Source: an optimization exercise on an open RTL-to-GDS flow (aim: small area). Production flows keep margins and buffers that such runs may drop.
RTL that was checked went through simulation tests only; none was proved equivalent to the original.
Power figures rest on the tool's default switching activity, not on a simulated workload.

rev 12:
==> flow/design.v <==
`timescale 1ns / 1ps
module top_module(
    input wire ck_rst
    , input wire CLK100MHZ
	, output reg out_sig
    );
	wire rst = ~ck_rst;
	genvar i;
	reg [6:0] pt;
	wire [6:0] s = pt ^ 7'b1010101;
	wire ev = (s[5:0] == 6'b110010);    
	wire fb = s[6] ^ s[0] ^ ev;
	always @(posedge CLK100MHZ) begin
		if (rst)
			pt <= 7'b1001010 ^ 7'b1010101;
		else
			pt <= {s[5:0], fb} ^ 7'b1010101;
	end
	reg [6:0] fcnt;
	wire [7:0] fc;
	wire [6:0] fs;
	assign fc[0] = ev;
	generate for (i = 0; i < 7; i = i + 1) begin : g_f
		assign fs[i] = fcnt[i] ^ fc[i];
		assign fc[i+1] = fcnt[i] & fc[i];
	end endgenerate
	wire fwrap = fc[7];
	reg [9:0] x;
	wire sat = &x;
	wire [10:0] xc;
	wire [9:0] xs;
	assign xc[0] = fwrap & ~sat;
	generate for (i = 0; i < 10; i = i + 1) begin : g_x
		assign xs[i] = x[i] ^ xc[i];
		assign xc[i+1] = x[i] & xc[i];
	end endgenerate
	reg [9:0] acc;
	wire [10:0] ac;
	wire [9:0] as;
	wire [9:0] g = x & {10{ev}};
	assign ac[0] = out_sig & ev;
	generate for (i = 0; i < 10; i = i + 1) begin : g_a
		assign as[i] = acc[i] ^ g[i] ^ ac[i];
		assign ac[i+1] = (acc[i] & g[i]) | (acc[i] & ac[i]) | (g[i] & ac[i]);
	end endgenerate
	always @(posedge CLK100MHZ) begin
		fcnt <= (fs & ~{7{rst}}) | ({7{rst | fwrap}} & 7'd34);
		x <= xs & ~{10{rst}};
		acc <= (as & ~{10{rst}}) | {rst, 9'd0};
		out_sig <= ~rst & (ev ? ac[10] : out_sig);
	end
endmodule
Settings: LEC_CHECK=0, CAP_MARGIN=20, CORE_MARGIN=2, CORE_UTILIZATION=40, SLEW_MARGIN=20; clock period 10.0 ns.
run.sh (not shown) runs the stock make flow with config.mk's settings and CLKGATE_MAP_FILE= SYNTH_SCRIPT=/design/flow/synth_recipe.tcl, a recipe that flattens the netlist after the stock synthesis.
Input changes introduced in rev 13 (baseline for comparison: rev 12):
==> flow/design.v <==
`timescale 1ns / 1ps
module top_module(
    input wire ck_rst
    , input wire CLK100MHZ
	, output reg out_sig
    );
	wire rst = ~ck_rst;
	genvar i;
	reg [6:0] pt;
	wire [6:0] s = pt ^ 7'b0101010;
	wire ev = s[0] & ~s[3] & s[4] & s[5] & s[6];
	wire fb = s[6] ^ (~s[1] | s[2]);
	always @(posedge CLK100MHZ) begin
		if (rst)
			pt <= 7'b1111111;
		else
			pt <= {s[5:0], fb} ^ 7'b0101010;
	end
	reg [6:0] fcnt;
	wire [7:0] fc;
	wire [6:0] fs;
	assign fc[0] = ev;
	generate for (i = 0; i < 7; i = i + 1) begin : g_f
		assign fs[i] = fcnt[i] ^ fc[i];
		assign fc[i+1] = fcnt[i] & fc[i];
	end endgenerate
	wire fwrap = fc[7];
	reg [9:0] x;
	wire sat = &x;
	wire [10:0] xc;
	wire [9:0] xs;
	assign xc[0] = fwrap & ~sat;
	generate for (i = 0; i < 10; i = i + 1) begin : g_x
		assign xs[i] = x[i] ^ xc[i];
		assign xc[i+1] = x[i] & xc[i];
	end endgenerate
	reg [9:0] nacc;
	wire [10:0] nc;               
	wire [9:0] ns;                
	wire [9:0] ng = ~(x & {10{ev}});
	assign nc[0] = ~(out_sig & ev);
	generate for (i = 0; i < 10; i = i + 1) begin : g_a
		assign ns[i] = nacc[i] ^ ng[i] ^ nc[i];
		assign nc[i+1] = (nacc[i] & ng[i]) | (nacc[i] & nc[i]) | (ng[i] & nc[i]);
	end endgenerate
	always @(posedge CLK100MHZ) begin
		fcnt <= (fs & ~{7{rst}}) | ({7{rst | fwrap}} & 7'd34);
		x <= xs & ~{10{rst}};
		nacc <= (ns | {10{rst}}) & ~{rst, 9'd0};
		out_sig <= ~rst & (ev ? ~nc[10] : out_sig);
	end
endmodule
## What came out
Rev 13 finished every stage and its layout cleared the timing, DRC and antenna checks. Compared with rev 12, rev 13 shows a share of the clock period used by the worst path after layout that is 10 points lower. Lower clock power among rev 13 and rev 12: rev 13. Relative to rev 12, the via count of the routed design of rev 13 is lower by 43. Total of clock buffers placed in the layout: lower on rev 13. Relative to rev 12, count of buffers not belonging to the clock network in the layout decreased by 1 in rev 13. Pre-CTS worst setup slack was lower in rev 12 than in rev 13. Changes observed in rev 13 relative to rev 12: number of global-route vias before repair lost 7.0%, met3 wire length down 39%, wire length decreased about 4%, number of placed cells counting well taps moved down. Taking rev 12 as the reference point, the filler cell count in the final layout of rev 13 falls by 15. Sequential share of layout area on rev 13 is up relative to rev 12. Looking at effective utilization at floorplan, rev 13 sits 1.0 points lower than rev 12 does. The layout overhead on the synthesized area of rev 13 falls short of that of rev 12 by 0.31 points.
For rev 12, only the layout was checked, not whether the RTL still works.

-- re-timing with driven ports --
In the flow no input, the clock included, has a driving cell. The finished layouts below were timed again as built, in two steps. Step 1 sets driving cells, clkbuf_16 on the clock port and buf_2 on the other inputs (assumed; they add their load-dependent delay and slew). Step 2 also shifts input and output timing later by t, the mid clock arrival at the registers, as if the neighbouring blocks saw the same clock. Slacks: ideal / step 1 / step 2; pairs: ideal / step 1.
run | t (ns) | setup slack, ns | worst setup path at the end | worst data-port slew with drivers (ns) | cell pins on the clock port's net
rev 12 | 0.305 | 4.256 / 4.256 / 4.256 | register to register | 0.03 | 1
rev 13 | 0.309 | 5.295 / 5.295 / 5.295 | register to register | 0.03 | 1
After both steps every run listed still meets setup and hold.
